This is an optimization exercise on Yosys and OpenROAD, whose aim is small area and a short achievable clock period, not a production implementation.
Function not checked in this run: the RTL went through the layout flow alone.
Power is estimated from default activity; no workload was simulated.

`flow/design.v`:
```
module TMDS_Encoder #(
    parameter SYNC = 0               
) (
    input  wire       PixelClk,
    output reg  [9:0] pDataOutRaw,
    input  wire [7:0] pDataOut,
    input  wire       pC0,
    input  wire       pC1,
    input  wire       pVde,          
    input  wire       pVde_1,        
    input  wire       pVde_2         
);
function [3:0] hfun;
    input [7:0] q;
    begin
        case (q)
        8'd0: hfun = 4'd12;
        8'd1: hfun = 4'd13;
        8'd2: hfun = 4'd13;
        8'd3: hfun = 4'd14;
        8'd4: hfun = 4'd13;
        8'd5: hfun = 4'd14;
        8'd6: hfun = 4'd14;
        8'd7: hfun = 4'd15;
        8'd8: hfun = 4'd13;
        8'd9: hfun = 4'd14;
        8'd10: hfun = 4'd14;
        8'd11: hfun = 4'd15;
        8'd12: hfun = 4'd14;
        8'd13: hfun = 4'd15;
        8'd14: hfun = 4'd15;
        8'd15: hfun = 4'd0;
        8'd16: hfun = 4'd13;
        8'd17: hfun = 4'd14;
        8'd18: hfun = 4'd14;
        8'd19: hfun = 4'd15;
        8'd20: hfun = 4'd14;
        8'd21: hfun = 4'd15;
        8'd22: hfun = 4'd15;
        8'd23: hfun = 4'd0;
        8'd24: hfun = 4'd14;
        8'd25: hfun = 4'd15;
        8'd26: hfun = 4'd15;
        8'd27: hfun = 4'd0;
        8'd28: hfun = 4'd15;
        8'd29: hfun = 4'd0;
        8'd30: hfun = 4'd0;
        8'd31: hfun = 4'd1;
        8'd32: hfun = 4'd13;
        8'd33: hfun = 4'd14;
        8'd34: hfun = 4'd14;
        8'd35: hfun = 4'd15;
        8'd36: hfun = 4'd14;
        8'd37: hfun = 4'd15;
        8'd38: hfun = 4'd15;
        8'd39: hfun = 4'd0;
        8'd40: hfun = 4'd14;
        8'd41: hfun = 4'd15;
        8'd42: hfun = 4'd15;
        8'd43: hfun = 4'd0;
        8'd44: hfun = 4'd15;
        8'd45: hfun = 4'd0;
        8'd46: hfun = 4'd0;
        8'd47: hfun = 4'd1;
        8'd48: hfun = 4'd14;
        8'd49: hfun = 4'd15;
        8'd50: hfun = 4'd15;
        8'd51: hfun = 4'd0;
        8'd52: hfun = 4'd15;
        8'd53: hfun = 4'd0;
        8'd54: hfun = 4'd0;
        8'd55: hfun = 4'd1;
        8'd56: hfun = 4'd15;
        8'd57: hfun = 4'd0;
        8'd58: hfun = 4'd0;
        8'd59: hfun = 4'd1;
        8'd60: hfun = 4'd0;
        8'd61: hfun = 4'd1;
        8'd62: hfun = 4'd1;
        8'd63: hfun = 4'd2;
        8'd64: hfun = 4'd13;
        8'd65: hfun = 4'd14;
        8'd66: hfun = 4'd14;
        8'd67: hfun = 4'd15;
        8'd68: hfun = 4'd14;
        8'd69: hfun = 4'd15;
        8'd70: hfun = 4'd15;
        8'd71: hfun = 4'd0;
        8'd72: hfun = 4'd14;
        8'd73: hfun = 4'd15;
        8'd74: hfun = 4'd15;
        8'd75: hfun = 4'd0;
        8'd76: hfun = 4'd15;
        8'd77: hfun = 4'd0;
        8'd78: hfun = 4'd0;
        8'd79: hfun = 4'd1;
        8'd80: hfun = 4'd14;
        8'd81: hfun = 4'd15;
        8'd82: hfun = 4'd15;
        8'd83: hfun = 4'd0;
        8'd84: hfun = 4'd15;
        8'd85: hfun = 4'd0;
        8'd86: hfun = 4'd0;
        8'd87: hfun = 4'd1;
        8'd88: hfun = 4'd15;
        8'd89: hfun = 4'd0;
        8'd90: hfun = 4'd0;
        8'd91: hfun = 4'd1;
        8'd92: hfun = 4'd0;
        8'd93: hfun = 4'd1;
        8'd94: hfun = 4'd1;
        8'd95: hfun = 4'd2;
        8'd96: hfun = 4'd14;
        8'd97: hfun = 4'd15;
        8'd98: hfun = 4'd15;
        8'd99: hfun = 4'd0;
        8'd100: hfun = 4'd15;
        8'd101: hfun = 4'd0;
        8'd102: hfun = 4'd0;
        8'd103: hfun = 4'd1;
        8'd104: hfun = 4'd15;
        8'd105: hfun = 4'd0;
        8'd106: hfun = 4'd0;
        8'd107: hfun = 4'd1;
        8'd108: hfun = 4'd0;
        8'd109: hfun = 4'd1;
        8'd110: hfun = 4'd1;
        8'd111: hfun = 4'd2;
        8'd112: hfun = 4'd15;
        8'd113: hfun = 4'd0;
        8'd114: hfun = 4'd0;
        8'd115: hfun = 4'd1;
        8'd116: hfun = 4'd0;
        8'd117: hfun = 4'd1;
        8'd118: hfun = 4'd1;
        8'd119: hfun = 4'd2;
        8'd120: hfun = 4'd0;
        8'd121: hfun = 4'd1;
        8'd122: hfun = 4'd1;
        8'd123: hfun = 4'd2;
        8'd124: hfun = 4'd1;
        8'd125: hfun = 4'd2;
        8'd126: hfun = 4'd2;
        8'd127: hfun = 4'd3;
        8'd128: hfun = 4'd13;
        8'd129: hfun = 4'd14;
        8'd130: hfun = 4'd14;
        8'd131: hfun = 4'd15;
        8'd132: hfun = 4'd14;
        8'd133: hfun = 4'd15;
        8'd134: hfun = 4'd15;
        8'd135: hfun = 4'd0;
        8'd136: hfun = 4'd14;
        8'd137: hfun = 4'd15;
        8'd138: hfun = 4'd15;
        8'd139: hfun = 4'd0;
        8'd140: hfun = 4'd15;
        8'd141: hfun = 4'd0;
        8'd142: hfun = 4'd0;
        8'd143: hfun = 4'd1;
        8'd144: hfun = 4'd14;
        8'd145: hfun = 4'd15;
        8'd146: hfun = 4'd15;
        8'd147: hfun = 4'd0;
        8'd148: hfun = 4'd15;
        8'd149: hfun = 4'd0;
        8'd150: hfun = 4'd0;
        8'd151: hfun = 4'd1;
        8'd152: hfun = 4'd15;
        8'd153: hfun = 4'd0;
        8'd154: hfun = 4'd0;
        8'd155: hfun = 4'd1;
        8'd156: hfun = 4'd0;
        8'd157: hfun = 4'd1;
        8'd158: hfun = 4'd1;
        8'd159: hfun = 4'd2;
        8'd160: hfun = 4'd14;
        8'd161: hfun = 4'd15;
        8'd162: hfun = 4'd15;
        8'd163: hfun = 4'd0;
        8'd164: hfun = 4'd15;
        8'd165: hfun = 4'd0;
        8'd166: hfun = 4'd0;
        8'd167: hfun = 4'd1;
        8'd168: hfun = 4'd15;
        8'd169: hfun = 4'd0;
        8'd170: hfun = 4'd0;
        8'd171: hfun = 4'd1;
        8'd172: hfun = 4'd0;
        8'd173: hfun = 4'd1;
        8'd174: hfun = 4'd1;
        8'd175: hfun = 4'd2;
        8'd176: hfun = 4'd15;
        8'd177: hfun = 4'd0;
        8'd178: hfun = 4'd0;
        8'd179: hfun = 4'd1;
        8'd180: hfun = 4'd0;
        8'd181: hfun = 4'd1;
        8'd182: hfun = 4'd1;
        8'd183: hfun = 4'd2;
        8'd184: hfun = 4'd0;
        8'd185: hfun = 4'd1;
        8'd186: hfun = 4'd1;
        8'd187: hfun = 4'd2;
        8'd188: hfun = 4'd1;
        8'd189: hfun = 4'd2;
        8'd190: hfun = 4'd2;
        8'd191: hfun = 4'd3;
        8'd192: hfun = 4'd14;
        8'd193: hfun = 4'd15;
        8'd194: hfun = 4'd15;
        8'd195: hfun = 4'd0;
        8'd196: hfun = 4'd15;
        8'd197: hfun = 4'd0;
        8'd198: hfun = 4'd0;
        8'd199: hfun = 4'd1;
        8'd200: hfun = 4'd15;
        8'd201: hfun = 4'd0;
        8'd202: hfun = 4'd0;
        8'd203: hfun = 4'd1;
        8'd204: hfun = 4'd0;
        8'd205: hfun = 4'd1;
        8'd206: hfun = 4'd1;
        8'd207: hfun = 4'd2;
        8'd208: hfun = 4'd15;
        8'd209: hfun = 4'd0;
        8'd210: hfun = 4'd0;
        8'd211: hfun = 4'd1;
        8'd212: hfun = 4'd0;
        8'd213: hfun = 4'd1;
        8'd214: hfun = 4'd1;
        8'd215: hfun = 4'd2;
        8'd216: hfun = 4'd0;
        8'd217: hfun = 4'd1;
        8'd218: hfun = 4'd1;
        8'd219: hfun = 4'd2;
        8'd220: hfun = 4'd1;
        8'd221: hfun = 4'd2;
        8'd222: hfun = 4'd2;
        8'd223: hfun = 4'd3;
        8'd224: hfun = 4'd15;
        8'd225: hfun = 4'd0;
        8'd226: hfun = 4'd0;
        8'd227: hfun = 4'd1;
        8'd228: hfun = 4'd0;
        8'd229: hfun = 4'd1;
        8'd230: hfun = 4'd1;
        8'd231: hfun = 4'd2;
        8'd232: hfun = 4'd0;
        8'd233: hfun = 4'd1;
        8'd234: hfun = 4'd1;
        8'd235: hfun = 4'd2;
        8'd236: hfun = 4'd1;
        8'd237: hfun = 4'd2;
        8'd238: hfun = 4'd2;
        8'd239: hfun = 4'd3;
        8'd240: hfun = 4'd0;
        8'd241: hfun = 4'd1;
        8'd242: hfun = 4'd1;
        8'd243: hfun = 4'd2;
        8'd244: hfun = 4'd1;
        8'd245: hfun = 4'd2;
        8'd246: hfun = 4'd2;
        8'd247: hfun = 4'd3;
        8'd248: hfun = 4'd1;
        8'd249: hfun = 4'd2;
        8'd250: hfun = 4'd2;
        8'd251: hfun = 4'd3;
        8'd252: hfun = 4'd2;
        8'd253: hfun = 4'd3;
        8'd254: hfun = 4'd3;
        8'd255: hfun = 4'd4;
        default: hfun = 4'd0;
        endcase
    end
endfunction
function [4:0] lfun;
    input [8:0] a;
    begin
        case (a)
        9'd0: lfun = 5'd16;
        9'd1: lfun = 5'd0;
        9'd2: lfun = 5'd31;
        9'd3: lfun = 5'd1;
        9'd4: lfun = 5'd30;
        9'd5: lfun = 5'd2;
        9'd6: lfun = 5'd29;
        9'd7: lfun = 5'd3;
        9'd8: lfun = 5'd28;
        9'd9: lfun = 5'd4;
        9'd10: lfun = 5'd27;
        9'd11: lfun = 5'd5;
        9'd12: lfun = 5'd26;
        9'd13: lfun = 5'd6;
        9'd14: lfun = 5'd25;
        9'd15: lfun = 5'd7;
        9'd16: lfun = 5'd24;
        9'd17: lfun = 5'd8;
        9'd18: lfun = 5'd23;
        9'd19: lfun = 5'd9;
        9'd20: lfun = 5'd22;
        9'd21: lfun = 5'd10;
        9'd22: lfun = 5'd21;
        9'd23: lfun = 5'd11;
        9'd24: lfun = 5'd20;
        9'd25: lfun = 5'd12;
        9'd26: lfun = 5'd19;
        9'd27: lfun = 5'd13;
        9'd28: lfun = 5'd18;
        9'd29: lfun = 5'd14;
        9'd30: lfun = 5'd17;
        9'd31: lfun = 5'd15;
        9'd32: lfun = 5'd17;
        9'd33: lfun = 5'd1;
        9'd34: lfun = 5'd16;
        9'd35: lfun = 5'd17;
        9'd36: lfun = 5'd31;
        9'd37: lfun = 5'd16;
        9'd38: lfun = 5'd30;
        9'd39: lfun = 5'd31;
        9'd40: lfun = 5'd29;
        9'd41: lfun = 5'd30;
        9'd42: lfun = 5'd28;
        9'd43: lfun = 5'd29;
        9'd44: lfun = 5'd27;
        9'd45: lfun = 5'd28;
        9'd46: lfun = 5'd26;
        9'd47: lfun = 5'd27;
        9'd48: lfun = 5'd8;
        9'd49: lfun = 5'd9;
        9'd50: lfun = 5'd9;
        9'd51: lfun = 5'd10;
        9'd52: lfun = 5'd10;
        9'd53: lfun = 5'd11;
        9'd54: lfun = 5'd11;
        9'd55: lfun = 5'd12;
        9'd56: lfun = 5'd12;
        9'd57: lfun = 5'd13;
        9'd58: lfun = 5'd13;
        9'd59: lfun = 5'd14;
        9'd60: lfun = 5'd14;
        9'd61: lfun = 5'd15;
        9'd62: lfun = 5'd15;
        9'd63: lfun = 5'd0;
        9'd64: lfun = 5'd18;
        9'd65: lfun = 5'd2;
        9'd66: lfun = 5'd17;
        9'd67: lfun = 5'd18;
        9'd68: lfun = 5'd16;
        9'd69: lfun = 5'd17;
        9'd70: lfun = 5'd31;
        9'd71: lfun = 5'd16;
        9'd72: lfun = 5'd30;
        9'd73: lfun = 5'd31;
        9'd74: lfun = 5'd29;
        9'd75: lfun = 5'd30;
        9'd76: lfun = 5'd28;
        9'd77: lfun = 5'd29;
        9'd78: lfun = 5'd27;
        9'd79: lfun = 5'd28;
        9'd80: lfun = 5'd9;
        9'd81: lfun = 5'd10;
        9'd82: lfun = 5'd10;
        9'd83: lfun = 5'd11;
        9'd84: lfun = 5'd11;
        9'd85: lfun = 5'd12;
        9'd86: lfun = 5'd12;
        9'd87: lfun = 5'd13;
        9'd88: lfun = 5'd13;
        9'd89: lfun = 5'd14;
        9'd90: lfun = 5'd14;
        9'd91: lfun = 5'd15;
        9'd92: lfun = 5'd15;
        9'd93: lfun = 5'd0;
        9'd94: lfun = 5'd0;
        9'd95: lfun = 5'd1;
        9'd96: lfun = 5'd19;
        9'd97: lfun = 5'd3;
        9'd98: lfun = 5'd18;
        9'd99: lfun = 5'd19;
        9'd100: lfun = 5'd17;
        9'd101: lfun = 5'd18;
        9'd102: lfun = 5'd16;
        9'd103: lfun = 5'd17;
        9'd104: lfun = 5'd31;
        9'd105: lfun = 5'd16;
        9'd106: lfun = 5'd30;
        9'd107: lfun = 5'd31;
        9'd108: lfun = 5'd29;
        9'd109: lfun = 5'd30;
        9'd110: lfun = 5'd28;
        9'd111: lfun = 5'd29;
        9'd112: lfun = 5'd10;
        9'd113: lfun = 5'd11;
        9'd114: lfun = 5'd11;
        9'd115: lfun = 5'd12;
        9'd116: lfun = 5'd12;
        9'd117: lfun = 5'd13;
        9'd118: lfun = 5'd13;
        9'd119: lfun = 5'd14;
        9'd120: lfun = 5'd14;
        9'd121: lfun = 5'd15;
        9'd122: lfun = 5'd15;
        9'd123: lfun = 5'd0;
        9'd124: lfun = 5'd0;
        9'd125: lfun = 5'd1;
        9'd126: lfun = 5'd1;
        9'd127: lfun = 5'd2;
        9'd128: lfun = 5'd20;
        9'd129: lfun = 5'd4;
        9'd130: lfun = 5'd19;
        9'd131: lfun = 5'd20;
        9'd132: lfun = 5'd18;
        9'd133: lfun = 5'd19;
        9'd134: lfun = 5'd17;
        9'd135: lfun = 5'd18;
        9'd136: lfun = 5'd16;
        9'd137: lfun = 5'd17;
        9'd138: lfun = 5'd31;
        9'd139: lfun = 5'd16;
        9'd140: lfun = 5'd30;
        9'd141: lfun = 5'd31;
        9'd142: lfun = 5'd29;
        9'd143: lfun = 5'd30;
        9'd144: lfun = 5'd11;
        9'd145: lfun = 5'd12;
        9'd146: lfun = 5'd12;
        9'd147: lfun = 5'd13;
        9'd148: lfun = 5'd13;
        9'd149: lfun = 5'd14;
        9'd150: lfun = 5'd14;
        9'd151: lfun = 5'd15;
        9'd152: lfun = 5'd15;
        9'd153: lfun = 5'd0;
        9'd154: lfun = 5'd0;
        9'd155: lfun = 5'd1;
        9'd156: lfun = 5'd1;
        9'd157: lfun = 5'd2;
        9'd158: lfun = 5'd2;
        9'd159: lfun = 5'd3;
        9'd160: lfun = 5'd21;
        9'd161: lfun = 5'd5;
        9'd162: lfun = 5'd20;
        9'd163: lfun = 5'd21;
        9'd164: lfun = 5'd19;
        9'd165: lfun = 5'd20;
        9'd166: lfun = 5'd18;
        9'd167: lfun = 5'd19;
        9'd168: lfun = 5'd17;
        9'd169: lfun = 5'd18;
        9'd170: lfun = 5'd16;
        9'd171: lfun = 5'd17;
        9'd172: lfun = 5'd31;
        9'd173: lfun = 5'd16;
        9'd174: lfun = 5'd30;
        9'd175: lfun = 5'd31;
        9'd176: lfun = 5'd12;
        9'd177: lfun = 5'd13;
        9'd178: lfun = 5'd13;
        9'd179: lfun = 5'd14;
        9'd180: lfun = 5'd14;
        9'd181: lfun = 5'd15;
        9'd182: lfun = 5'd15;
        9'd183: lfun = 5'd0;
        9'd184: lfun = 5'd0;
        9'd185: lfun = 5'd1;
        9'd186: lfun = 5'd1;
        9'd187: lfun = 5'd2;
        9'd188: lfun = 5'd2;
        9'd189: lfun = 5'd3;
        9'd190: lfun = 5'd3;
        9'd191: lfun = 5'd4;
        9'd192: lfun = 5'd22;
        9'd193: lfun = 5'd6;
        9'd194: lfun = 5'd21;
        9'd195: lfun = 5'd22;
        9'd196: lfun = 5'd20;
        9'd197: lfun = 5'd21;
        9'd198: lfun = 5'd19;
        9'd199: lfun = 5'd20;
        9'd200: lfun = 5'd18;
        9'd201: lfun = 5'd19;
        9'd202: lfun = 5'd17;
        9'd203: lfun = 5'd18;
        9'd204: lfun = 5'd16;
        9'd205: lfun = 5'd17;
        9'd206: lfun = 5'd31;
        9'd207: lfun = 5'd16;
        9'd208: lfun = 5'd13;
        9'd209: lfun = 5'd14;
        9'd210: lfun = 5'd14;
        9'd211: lfun = 5'd15;
        9'd212: lfun = 5'd15;
        9'd213: lfun = 5'd0;
        9'd214: lfun = 5'd0;
        9'd215: lfun = 5'd1;
        9'd216: lfun = 5'd1;
        9'd217: lfun = 5'd2;
        9'd218: lfun = 5'd2;
        9'd219: lfun = 5'd3;
        9'd220: lfun = 5'd3;
        9'd221: lfun = 5'd4;
        9'd222: lfun = 5'd4;
        9'd223: lfun = 5'd5;
        9'd224: lfun = 5'd23;
        9'd225: lfun = 5'd7;
        9'd226: lfun = 5'd22;
        9'd227: lfun = 5'd23;
        9'd228: lfun = 5'd21;
        9'd229: lfun = 5'd22;
        9'd230: lfun = 5'd20;
        9'd231: lfun = 5'd21;
        9'd232: lfun = 5'd19;
        9'd233: lfun = 5'd20;
        9'd234: lfun = 5'd18;
        9'd235: lfun = 5'd19;
        9'd236: lfun = 5'd17;
        9'd237: lfun = 5'd18;
        9'd238: lfun = 5'd16;
        9'd239: lfun = 5'd17;
        9'd240: lfun = 5'd14;
        9'd241: lfun = 5'd15;
        9'd242: lfun = 5'd15;
        9'd243: lfun = 5'd0;
        9'd244: lfun = 5'd0;
        9'd245: lfun = 5'd1;
        9'd246: lfun = 5'd1;
        9'd247: lfun = 5'd2;
        9'd248: lfun = 5'd2;
        9'd249: lfun = 5'd3;
        9'd250: lfun = 5'd3;
        9'd251: lfun = 5'd4;
        9'd252: lfun = 5'd4;
        9'd253: lfun = 5'd5;
        9'd254: lfun = 5'd5;
        9'd255: lfun = 5'd6;
        9'd256: lfun = 5'd24;
        9'd257: lfun = 5'd8;
        9'd258: lfun = 5'd8;
        9'd259: lfun = 5'd9;
        9'd260: lfun = 5'd9;
        9'd261: lfun = 5'd10;
        9'd262: lfun = 5'd10;
        9'd263: lfun = 5'd11;
        9'd264: lfun = 5'd11;
        9'd265: lfun = 5'd12;
        9'd266: lfun = 5'd12;
        9'd267: lfun = 5'd13;
        9'd268: lfun = 5'd13;
        9'd269: lfun = 5'd14;
        9'd270: lfun = 5'd14;
        9'd271: lfun = 5'd15;
        9'd272: lfun = 5'd16;
        9'd273: lfun = 5'd17;
        9'd274: lfun = 5'd31;
        9'd275: lfun = 5'd16;
        9'd276: lfun = 5'd30;
        9'd277: lfun = 5'd31;
        9'd278: lfun = 5'd29;
        9'd279: lfun = 5'd30;
        9'd280: lfun = 5'd28;
        9'd281: lfun = 5'd29;
        9'd282: lfun = 5'd27;
        9'd283: lfun = 5'd28;
        9'd284: lfun = 5'd26;
        9'd285: lfun = 5'd27;
        9'd286: lfun = 5'd25;
        9'd287: lfun = 5'd26;
        9'd288: lfun = 5'd25;
        9'd289: lfun = 5'd9;
        9'd290: lfun = 5'd9;
        9'd291: lfun = 5'd10;
        9'd292: lfun = 5'd10;
        9'd293: lfun = 5'd11;
        9'd294: lfun = 5'd11;
        9'd295: lfun = 5'd12;
        9'd296: lfun = 5'd12;
        9'd297: lfun = 5'd13;
        9'd298: lfun = 5'd13;
        9'd299: lfun = 5'd14;
        9'd300: lfun = 5'd14;
        9'd301: lfun = 5'd15;
        9'd302: lfun = 5'd15;
        9'd303: lfun = 5'd0;
        9'd304: lfun = 5'd17;
        9'd305: lfun = 5'd18;
        9'd306: lfun = 5'd16;
        9'd307: lfun = 5'd17;
        9'd308: lfun = 5'd31;
        9'd309: lfun = 5'd16;
        9'd310: lfun = 5'd30;
        9'd311: lfun = 5'd31;
        9'd312: lfun = 5'd29;
        9'd313: lfun = 5'd30;
        9'd314: lfun = 5'd28;
        9'd315: lfun = 5'd29;
        9'd316: lfun = 5'd27;
        9'd317: lfun = 5'd28;
        9'd318: lfun = 5'd26;
        9'd319: lfun = 5'd27;
        9'd320: lfun = 5'd26;
        9'd321: lfun = 5'd10;
        9'd322: lfun = 5'd10;
        9'd323: lfun = 5'd11;
        9'd324: lfun = 5'd11;
        9'd325: lfun = 5'd12;
        9'd326: lfun = 5'd12;
        9'd327: lfun = 5'd13;
        9'd328: lfun = 5'd13;
        9'd329: lfun = 5'd14;
        9'd330: lfun = 5'd14;
        9'd331: lfun = 5'd15;
        9'd332: lfun = 5'd15;
        9'd333: lfun = 5'd0;
        9'd334: lfun = 5'd0;
        9'd335: lfun = 5'd1;
        9'd336: lfun = 5'd18;
        9'd337: lfun = 5'd19;
        9'd338: lfun = 5'd17;
        9'd339: lfun = 5'd18;
        9'd340: lfun = 5'd16;
        9'd341: lfun = 5'd17;
        9'd342: lfun = 5'd31;
        9'd343: lfun = 5'd16;
        9'd344: lfun = 5'd30;
        9'd345: lfun = 5'd31;
        9'd346: lfun = 5'd29;
        9'd347: lfun = 5'd30;
        9'd348: lfun = 5'd28;
        9'd349: lfun = 5'd29;
        9'd350: lfun = 5'd27;
        9'd351: lfun = 5'd28;
        9'd352: lfun = 5'd27;
        9'd353: lfun = 5'd11;
        9'd354: lfun = 5'd11;
        9'd355: lfun = 5'd12;
        9'd356: lfun = 5'd12;
        9'd357: lfun = 5'd13;
        9'd358: lfun = 5'd13;
        9'd359: lfun = 5'd14;
        9'd360: lfun = 5'd14;
        9'd361: lfun = 5'd15;
        9'd362: lfun = 5'd15;
        9'd363: lfun = 5'd0;
        9'd364: lfun = 5'd0;
        9'd365: lfun = 5'd1;
        9'd366: lfun = 5'd1;
        9'd367: lfun = 5'd2;
        9'd368: lfun = 5'd19;
        9'd369: lfun = 5'd20;
        9'd370: lfun = 5'd18;
        9'd371: lfun = 5'd19;
        9'd372: lfun = 5'd17;
        9'd373: lfun = 5'd18;
        9'd374: lfun = 5'd16;
        9'd375: lfun = 5'd17;
        9'd376: lfun = 5'd31;
        9'd377: lfun = 5'd16;
        9'd378: lfun = 5'd30;
        9'd379: lfun = 5'd31;
        9'd380: lfun = 5'd29;
        9'd381: lfun = 5'd30;
        9'd382: lfun = 5'd28;
        9'd383: lfun = 5'd29;
        9'd384: lfun = 5'd28;
        9'd385: lfun = 5'd12;
        9'd386: lfun = 5'd12;
        9'd387: lfun = 5'd13;
        9'd388: lfun = 5'd13;
        9'd389: lfun = 5'd14;
        9'd390: lfun = 5'd14;
        9'd391: lfun = 5'd15;
        9'd392: lfun = 5'd15;
        9'd393: lfun = 5'd0;
        9'd394: lfun = 5'd0;
        9'd395: lfun = 5'd1;
        9'd396: lfun = 5'd1;
        9'd397: lfun = 5'd2;
        9'd398: lfun = 5'd2;
        9'd399: lfun = 5'd3;
        9'd400: lfun = 5'd20;
        9'd401: lfun = 5'd21;
        9'd402: lfun = 5'd19;
        9'd403: lfun = 5'd20;
        9'd404: lfun = 5'd18;
        9'd405: lfun = 5'd19;
        9'd406: lfun = 5'd17;
        9'd407: lfun = 5'd18;
        9'd408: lfun = 5'd16;
        9'd409: lfun = 5'd17;
        9'd410: lfun = 5'd31;
        9'd411: lfun = 5'd16;
        9'd412: lfun = 5'd30;
        9'd413: lfun = 5'd31;
        9'd414: lfun = 5'd29;
        9'd415: lfun = 5'd30;
        9'd416: lfun = 5'd29;
        9'd417: lfun = 5'd13;
        9'd418: lfun = 5'd13;
        9'd419: lfun = 5'd14;
        9'd420: lfun = 5'd14;
        9'd421: lfun = 5'd15;
        9'd422: lfun = 5'd15;
        9'd423: lfun = 5'd0;
        9'd424: lfun = 5'd0;
        9'd425: lfun = 5'd1;
        9'd426: lfun = 5'd1;
        9'd427: lfun = 5'd2;
        9'd428: lfun = 5'd2;
        9'd429: lfun = 5'd3;
        9'd430: lfun = 5'd3;
        9'd431: lfun = 5'd4;
        9'd432: lfun = 5'd21;
        9'd433: lfun = 5'd22;
        9'd434: lfun = 5'd20;
        9'd435: lfun = 5'd21;
        9'd436: lfun = 5'd19;
        9'd437: lfun = 5'd20;
        9'd438: lfun = 5'd18;
        9'd439: lfun = 5'd19;
        9'd440: lfun = 5'd17;
        9'd441: lfun = 5'd18;
        9'd442: lfun = 5'd16;
        9'd443: lfun = 5'd17;
        9'd444: lfun = 5'd31;
        9'd445: lfun = 5'd16;
        9'd446: lfun = 5'd30;
        9'd447: lfun = 5'd31;
        9'd448: lfun = 5'd30;
        9'd449: lfun = 5'd14;
        9'd450: lfun = 5'd14;
        9'd451: lfun = 5'd15;
        9'd452: lfun = 5'd15;
        9'd453: lfun = 5'd0;
        9'd454: lfun = 5'd0;
        9'd455: lfun = 5'd1;
        9'd456: lfun = 5'd1;
        9'd457: lfun = 5'd2;
        9'd458: lfun = 5'd2;
        9'd459: lfun = 5'd3;
        9'd460: lfun = 5'd3;
        9'd461: lfun = 5'd4;
        9'd462: lfun = 5'd4;
        9'd463: lfun = 5'd5;
        9'd464: lfun = 5'd22;
        9'd465: lfun = 5'd23;
        9'd466: lfun = 5'd21;
        9'd467: lfun = 5'd22;
        9'd468: lfun = 5'd20;
        9'd469: lfun = 5'd21;
        9'd470: lfun = 5'd19;
        9'd471: lfun = 5'd20;
        9'd472: lfun = 5'd18;
        9'd473: lfun = 5'd19;
        9'd474: lfun = 5'd17;
        9'd475: lfun = 5'd18;
        9'd476: lfun = 5'd16;
        9'd477: lfun = 5'd17;
        9'd478: lfun = 5'd31;
        9'd479: lfun = 5'd16;
        9'd480: lfun = 5'd31;
        9'd481: lfun = 5'd15;
        9'd482: lfun = 5'd15;
        9'd483: lfun = 5'd0;
        9'd484: lfun = 5'd0;
        9'd485: lfun = 5'd1;
        9'd486: lfun = 5'd1;
        9'd487: lfun = 5'd2;
        9'd488: lfun = 5'd2;
        9'd489: lfun = 5'd3;
        9'd490: lfun = 5'd3;
        9'd491: lfun = 5'd4;
        9'd492: lfun = 5'd4;
        9'd493: lfun = 5'd5;
        9'd494: lfun = 5'd5;
        9'd495: lfun = 5'd6;
        9'd496: lfun = 5'd23;
        9'd497: lfun = 5'd24;
        9'd498: lfun = 5'd22;
        9'd499: lfun = 5'd23;
        9'd500: lfun = 5'd21;
        9'd501: lfun = 5'd22;
        9'd502: lfun = 5'd20;
        9'd503: lfun = 5'd21;
        9'd504: lfun = 5'd19;
        9'd505: lfun = 5'd20;
        9'd506: lfun = 5'd18;
        9'd507: lfun = 5'd19;
        9'd508: lfun = 5'd17;
        9'd509: lfun = 5'd18;
        9'd510: lfun = 5'd16;
        9'd511: lfun = 5'd17;
        default: lfun = 5'd0;
        endcase
    end
endfunction
function mfun;
    input [6:0] u;
    begin
        case (u)
        7'd0: mfun = 1'b0;
        7'd1: mfun = 1'b0;
        7'd2: mfun = 1'b0;
        7'd3: mfun = 1'b0;
        7'd4: mfun = 1'b0;
        7'd5: mfun = 1'b0;
        7'd6: mfun = 1'b0;
        7'd7: mfun = 1'b0;
        7'd8: mfun = 1'b0;
        7'd9: mfun = 1'b0;
        7'd10: mfun = 1'b0;
        7'd11: mfun = 1'b0;
        7'd12: mfun = 1'b0;
        7'd13: mfun = 1'b0;
        7'd14: mfun = 1'b0;
        7'd15: mfun = 1'b1;
        7'd16: mfun = 1'b0;
        7'd17: mfun = 1'b0;
        7'd18: mfun = 1'b0;
        7'd19: mfun = 1'b0;
        7'd20: mfun = 1'b0;
        7'd21: mfun = 1'b0;
        7'd22: mfun = 1'b0;
        7'd23: mfun = 1'b1;
        7'd24: mfun = 1'b0;
        7'd25: mfun = 1'b0;
        7'd26: mfun = 1'b0;
        7'd27: mfun = 1'b1;
        7'd28: mfun = 1'b0;
        7'd29: mfun = 1'b1;
        7'd30: mfun = 1'b1;
        7'd31: mfun = 1'b1;
        7'd32: mfun = 1'b0;
        7'd33: mfun = 1'b0;
        7'd34: mfun = 1'b0;
        7'd35: mfun = 1'b0;
        7'd36: mfun = 1'b0;
        7'd37: mfun = 1'b0;
        7'd38: mfun = 1'b0;
        7'd39: mfun = 1'b1;
        7'd40: mfun = 1'b0;
        7'd41: mfun = 1'b0;
        7'd42: mfun = 1'b0;
        7'd43: mfun = 1'b1;
        7'd44: mfun = 1'b0;
        7'd45: mfun = 1'b1;
        7'd46: mfun = 1'b1;
        7'd47: mfun = 1'b1;
        7'd48: mfun = 1'b0;
        7'd49: mfun = 1'b0;
        7'd50: mfun = 1'b0;
        7'd51: mfun = 1'b1;
        7'd52: mfun = 1'b0;
        7'd53: mfun = 1'b1;
        7'd54: mfun = 1'b1;
        7'd55: mfun = 1'b1;
        7'd56: mfun = 1'b0;
        7'd57: mfun = 1'b1;
        7'd58: mfun = 1'b1;
        7'd59: mfun = 1'b1;
        7'd60: mfun = 1'b1;
        7'd61: mfun = 1'b1;
        7'd62: mfun = 1'b1;
        7'd63: mfun = 1'b1;
        7'd64: mfun = 1'b0;
        7'd65: mfun = 1'b0;
        7'd66: mfun = 1'b0;
        7'd67: mfun = 1'b0;
        7'd68: mfun = 1'b0;
        7'd69: mfun = 1'b0;
        7'd70: mfun = 1'b0;
        7'd71: mfun = 1'b1;
        7'd72: mfun = 1'b0;
        7'd73: mfun = 1'b0;
        7'd74: mfun = 1'b0;
        7'd75: mfun = 1'b1;
        7'd76: mfun = 1'b0;
        7'd77: mfun = 1'b1;
        7'd78: mfun = 1'b1;
        7'd79: mfun = 1'b1;
        7'd80: mfun = 1'b0;
        7'd81: mfun = 1'b0;
        7'd82: mfun = 1'b0;
        7'd83: mfun = 1'b1;
        7'd84: mfun = 1'b0;
        7'd85: mfun = 1'b1;
        7'd86: mfun = 1'b1;
        7'd87: mfun = 1'b1;
        7'd88: mfun = 1'b0;
        7'd89: mfun = 1'b1;
        7'd90: mfun = 1'b1;
        7'd91: mfun = 1'b1;
        7'd92: mfun = 1'b1;
        7'd93: mfun = 1'b1;
        7'd94: mfun = 1'b1;
        7'd95: mfun = 1'b1;
        7'd96: mfun = 1'b0;
        7'd97: mfun = 1'b0;
        7'd98: mfun = 1'b0;
        7'd99: mfun = 1'b1;
        7'd100: mfun = 1'b0;
        7'd101: mfun = 1'b1;
        7'd102: mfun = 1'b1;
        7'd103: mfun = 1'b1;
        7'd104: mfun = 1'b0;
        7'd105: mfun = 1'b1;
        7'd106: mfun = 1'b1;
        7'd107: mfun = 1'b1;
        7'd108: mfun = 1'b1;
        7'd109: mfun = 1'b1;
        7'd110: mfun = 1'b1;
        7'd111: mfun = 1'b1;
        7'd112: mfun = 1'b0;
        7'd113: mfun = 1'b1;
        7'd114: mfun = 1'b1;
        7'd115: mfun = 1'b1;
        7'd116: mfun = 1'b1;
        7'd117: mfun = 1'b1;
        7'd118: mfun = 1'b1;
        7'd119: mfun = 1'b1;
        7'd120: mfun = 1'b1;
        7'd121: mfun = 1'b1;
        7'd122: mfun = 1'b1;
        7'd123: mfun = 1'b1;
        7'd124: mfun = 1'b1;
        7'd125: mfun = 1'b1;
        7'd126: mfun = 1'b1;
        7'd127: mfun = 1'b1;
        default: mfun = 1'b0;
        endcase
    end
endfunction
wire       xn = mfun(pDataOut[7:1]);
wire [7:0] q_m;
assign q_m[0] = pDataOut[0];
genvar gi;
generate
    for (gi = 1; gi < 8; gi = gi + 1) begin : encode
        assign q_m[gi] = ^pDataOut[gi:0] ^ (xn & gi[0]);
    end
endgenerate
reg [8:0] q_m_1;
always @(posedge PixelClk) begin
    q_m_1[8]   <= ~xn;
    q_m_1[7:2] <= q_m[7:2];
    if (SYNC && !pVde) q_m_1[1:0] <= {pC1, pC0};
    else               q_m_1[1:0] <= q_m[1:0];
end
reg [8:0] q_m_2;
reg [3:0] h_2;
always @(posedge PixelClk) begin
    q_m_2 <= q_m_1;
    h_2   <= hfun(q_m_1[7:0]);
end
reg  [3:0] c_3;
wire [4:0] upd = lfun({c_3, h_2, q_m_2[8]});
wire       inv = upd[4];
wire [9:0] tok  = {~(q_m_2[1] ^ q_m_2[0]), ~q_m_2[0], {8'b01010100 ^ {8{q_m_2[0]}}}};
wire [9:0] tok0 = 10'b1101010100;
always @(posedge PixelClk) begin
    c_3 <= pVde_2 ? upd[3:0] : 4'd0;
    if (pVde_2)
        pDataOutRaw <= {inv, q_m_2[8], q_m_2[7:0] ^ {8{inv}}};
    else
        pDataOutRaw <= SYNC ? tok : tok0;
end
endmodule
module rgb2dvi (
    input  wire        PixelClk,
    input  wire [23:0] vid_pData,
    input  wire        vid_pVDE,
    input  wire        vid_pHSync,
    input  wire        vid_pVSync,
    output wire [9:0]  pDataOutRaw0,    
    output wire [9:0]  pDataOutRaw1,    
    output wire [9:0]  pDataOutRaw2     
);
reg pVde_1, pVde_2;
always @(posedge PixelClk) begin
    pVde_1 <= vid_pVDE;
    pVde_2 <= pVde_1;
end
TMDS_Encoder #(.SYNC(1)) DataEncoder0 (
    .PixelClk(PixelClk), .pDataOutRaw(pDataOutRaw0),
    .pDataOut(vid_pData[15:8]), .pC0(vid_pHSync), .pC1(vid_pVSync),
    .pVde(vid_pVDE), .pVde_1(pVde_1), .pVde_2(pVde_2));
TMDS_Encoder #(.SYNC(0)) DataEncoder1 (
    .PixelClk(PixelClk), .pDataOutRaw(pDataOutRaw1),
    .pDataOut(vid_pData[7:0]), .pC0(1'b0), .pC1(1'b0),
    .pVde(vid_pVDE), .pVde_1(pVde_1), .pVde_2(pVde_2));
TMDS_Encoder #(.SYNC(0)) DataEncoder2 (
    .PixelClk(PixelClk), .pDataOutRaw(pDataOutRaw2),
    .pDataOut(vid_pData[23:16]), .pC0(1'b0), .pC1(1'b0),
    .pVde(vid_pVDE), .pVde_1(pVde_1), .pVde_2(pVde_2));
endmodule
```
`flow/run.sh`:
```
#!/bin/bash
# synth_recipe.tcl (not shown) runs the flow's synth.tcl, then flattens the netlist and writes it again
# the make line also repeats each setting of config.mk as NAME=value (left out here)
make -C /OpenROAD-flow-scripts/flow DESIGN_CONFIG=/design/flow/config.mk WORK_HOME=/design/flow/orfs CLKGATE_MAP_FILE= SYNTH_SCRIPT=/design/flow/synth_recipe.tcl finish
```
`flow/config.mk`:
```
export PLATFORM = sky130hd
export DESIGN_NAME = rgb2dvi
export DESIGN_NICKNAME = rgb2dvi
export VERILOG_FILES = /design/flow/design.v
export SDC_FILE = /design/flow/constraint.sdc
export NUM_CORES = 4
export LEC_CHECK = 0
export CAP_MARGIN = 20
export CORE_MARGIN = 2
export CORE_UTILIZATION = 60
export SLEW_MARGIN = 20
```
`flow/constraint.sdc`:
```
create_clock -name core_clock -period 4.0 [get_ports {PixelClk}]
set_input_delay 0.8000 -clock core_clock [delete_from_list [all_inputs] [get_ports {PixelClk}]]
set_output_delay 0.8000 -clock core_clock [all_outputs]
set_load 0.01 [all_outputs]
```
==> results_dict.tcl <==
set metrics [dict create \
    cts_hold_repair.buffers 0 \
    final.min_clock_period_ns 2.64 \
    final_count_of_negative_setup_slack_endpoints 0 \
    grt_start_max_net_pins 47 \
    finalWeightedCongestion 0.905 \
    main_combinational_cell_family_by_area_after_synthesis "compound AO/OA/AOI/OAI gates" \
    dp.cells 1311 \
    finalHoldViolations 0 \
    final_antenna_violating_net_count 0 \
    worstSetupPathType "reg2reg" \
    grt_pass1_vias 7675 \
    clk_path_buf_depth 2 \
    detail_route.drc_violations 0 \
    tritoncts "yes" \
    post_synth_num_cell_types 82 \
    die_height_um 129 \
    n_antenna_cell 0 \
    worstPathArrival_ns 2.85 \
    global_route.peak_usage_layer "met2" \
    final_stage_net_count 1198 \
    finClkSkew_ns 0.0109 \
    synth-xor-area-share_pct 7.89 \
    post_cts.repair.setup_buffers 0 \
    rsz0062_at_grt "no" \
    worstPathMaxFanout 8 \
    most-common-layout-cells "dfxtp_1, a21oi_1, nand2_1" \
    htree_num_levels 3 \
    final_common_cell "dfxtp_1" \
    dieArea_sq_mm 0.0165 \
    clk_latency_ns 0.36 \
    post_cts.resized_instances 0 \
    floorplan.initialDensity_pct 61.2 \
    global_route.usage.met2_pct 45.6 \
    stdcell_count 1326 \
    grtUsageTotal_pct 28.2 \
    hold_path.class "reg2reg" \
    slew-limit-headroom_pct 32.9 \
    vdd_ir_drop_max_v 0.000441 \
    routed_via_count 8722 \
    synth_compound_gate_area_share_pct 30.1 \
    grt_first_pass_wirelength_mm 38.1 \
    m1_gr_usage_pct 38.2 \
    startpoint_type "flip-flop" \
    drt-initial-drc-count 956 \
    post_synth.cell_area_avg_sq_um 8.03 \
    drt_first_pass_iters 6 \
    wire_per_inst_um 17.5 \
    power-per-cell-area_mw_per_mm2 880 \
    port_buffers 57 \
    synth-seq-cells 110 \
    gr-usage-met3_pct 6.44 \
    run_status "finished clean" \
    cts-root-buf "clkbuf_16" \
    timing.critical_path.required_ns 4.21 \
    arithmetic_cell_share_of_the_synthesized_area_counting_full_adders_half_adders_and_majority_gates_pct 5.81 \
    drive_gt1_share_pct 7.56 \
    ffs_w_async_s_r_synth_pct 0 \
    netlist_area_sq_mm 0.00931 \
    final.setup.tns_ns 0 \
    number_of_buffers_inserted_during_clock_tree_synthesis 9 \
    vias_per_cell 6.58 \
    synthCells 1159 \
    design_power_total_mw 8.87 \
    overflow 0 \
    hpwl_mm 16.3 \
    ios 58 \
    dominantRegCellSynth "dfxtp_1" \
    leakage_nw 3.80 \
    synthesis.yosys.warnings 3 \
    totalWireLength_mm 23.3 \
    clk_pin_slew_worst_paths_ns 0.07 \
    cap_violations 0 \
    synth_sequential_area_ratio_pct 23.7 \
    core_outline_area_sq_mm 0.0152 \
    post_synth_mux_area_share_pct 7.66 \
    worstSetupEndpointType "flip-flop" \
    tritoncts_num_sinks 110 \
    finalMaxSlewViolations 0 \
    die-width_um 129 \
    max_slew.worst_pin.slew_ns 1.01 \
    antenna_found_initial 1 \
    post_synth_and_or_nand_nor_area_fraction_pct 18.1 \
    fin_crit_sh_pct 66.0 \
    fmax_mhz 379 \
    area.growth.synth_to_final_pct 8.28 \
    synth_enable_flop_cells 0 \
    synth_nets 1223 \
    placementRows 45 \
]
## final cells by class
class / instances / area [sq um]
multi-input combinational: 892 / 6480
tap: 188 / 235
fill: 1314 / 5120
inverter: 49 / 184
clock inverter: 6 / 71.3
timing repair buffer: 72 / 683
clock buffer: 9 / 225
sequential: 110 / 2200
## power by group
part | total [mW] | internal, mW | leakage [nW] | switching (mW)
Clock | 0.904 | 0.488 | 0.143 | 0.417
Combinational | 5.69 | 2.65 | 2.73 | 3.04
Sequential | 2.28 | 1.51 | 0.925 | 0.762
## critical path: stages, from the launching register on
cell,delay (ns)
dfxtp_1,0.55
inv_1,0.21
ha_1,0.33
nor2b_1,0.45
o22ai_1,0.15
o21ai_0,0.32
o2111ai_1,0.15
a211oi_1,0.25
nor4_1,0.09
## metal layers
layer	up-vias	part of all wire [%]
met2	374	46
li1	4247	-
met4	2	2.3
met1	4045	44
met3	54	8.3
met5	-	0.056
## cells by family (layout without fill, tap and decap cells)
logic type | count (synthesis) | count (layout)
DFF | 110 | 110
AOI/OAI and AO/OA | 395 | 395
adders and majority gates | 45 | 45
muxes | 42 | 42
buffers and inverters | 157 | 136
xor gates and xnor gates | 74 | 74
and+or+nand+nor | 336 | 336
## per-stage QoR
stage          hold WS (ns)  setup WS, ns  util (%)  area (sq um)
2_1_floorplan         0.310          1.71         -          9310
3_3_place_gp          0.311          1.14      64.4          9780
3_5_place_dp          0.316          1.07      64.4          9780
4_1_cts               0.333          1.39      66.3         10100
5_1_grt               0.335          1.22      66.3         10100
6_report              0.332          1.36      66.3         10100
## path summary, 6_finish.rpt
kind | start | slack [ns] | depth (start not counted) | to
worst max register to register | DataEncoder0.q_m_2[8] | 1.36 | 8 | DataEncoder0.c_3[2]
worst min register to register | pVde_1 | 0.33 | 0 | pVde_2
worst min-delay path | pVde_1 | 0.33 | 0 | pVde_2
worst max-delay path | DataEncoder0.q_m_2[8] | 1.36 | 8 | DataEncoder0.c_3[2]
## sequential cells by signal, summed over array words and instances, names as in the netlist, 9 cells and up
register and cells:
DataEncoder1.pDataOutRaw 10, DataEncoder0.q_m_1 9, DataEncoder1.q_m_1 9, DataEncoder0.q_m_2 9
DataEncoder2.q_m_2 9, DataEncoder0.pDataOutRaw 10, DataEncoder2.q_m_1 9, DataEncoder2.pDataOutRaw 10
DataEncoder1.q_m_2 9
## cell usage after synthesis (20+ instances only)
cell | instances | share of area (%)
o21ai_0 | 62 | 3.3
xor2_1 | 20 | 1.9
xnor2_1 | 46 | 4.3
a211oi_1 | 26 | 2.1
nand2_1 | 84 | 3.4
nand2b_1 | 28 | 1.9
mux4_2 | 23 | 5.6
ha_1 | 36 | 4.8
inv_1 | 48 | 1.9
buf_2 | 28 | 1.5
nor3_1 | 27 | 1.5
nor2_1 | 81 | 3.3
dfxtp_1 | 110 | 24
a21oi_1 | 88 | 4.7
clkbuf_1 | 68 | 2.7
nor2b_1 | 35 | 2.4

-- port drivers added, routing unchanged --
Ports are ideal in the flow. The routed layout listed here was re-timed in OpenROAD.
Step 1 assumes that a clkbuf_16 drives the clock port and a buf_2 every other input.
Step 2, shift: input delay + t, output delay - t, t = (earliest + latest rising clock arrival at the registers) / 2. This alone moves slack from input paths to output paths.
a / b / c = no drivers / after step 1 / after step 2; a / b = the first two.
t, ns: 0.397
setup slack, ns: 1.359 / 1.359 / 1.072
worst setup path at the end: input to register
After both steps setup and hold are still met in this run. The setup slack of this run moves by 0.000 ns with the drivers and by -0.287 ns with both steps.
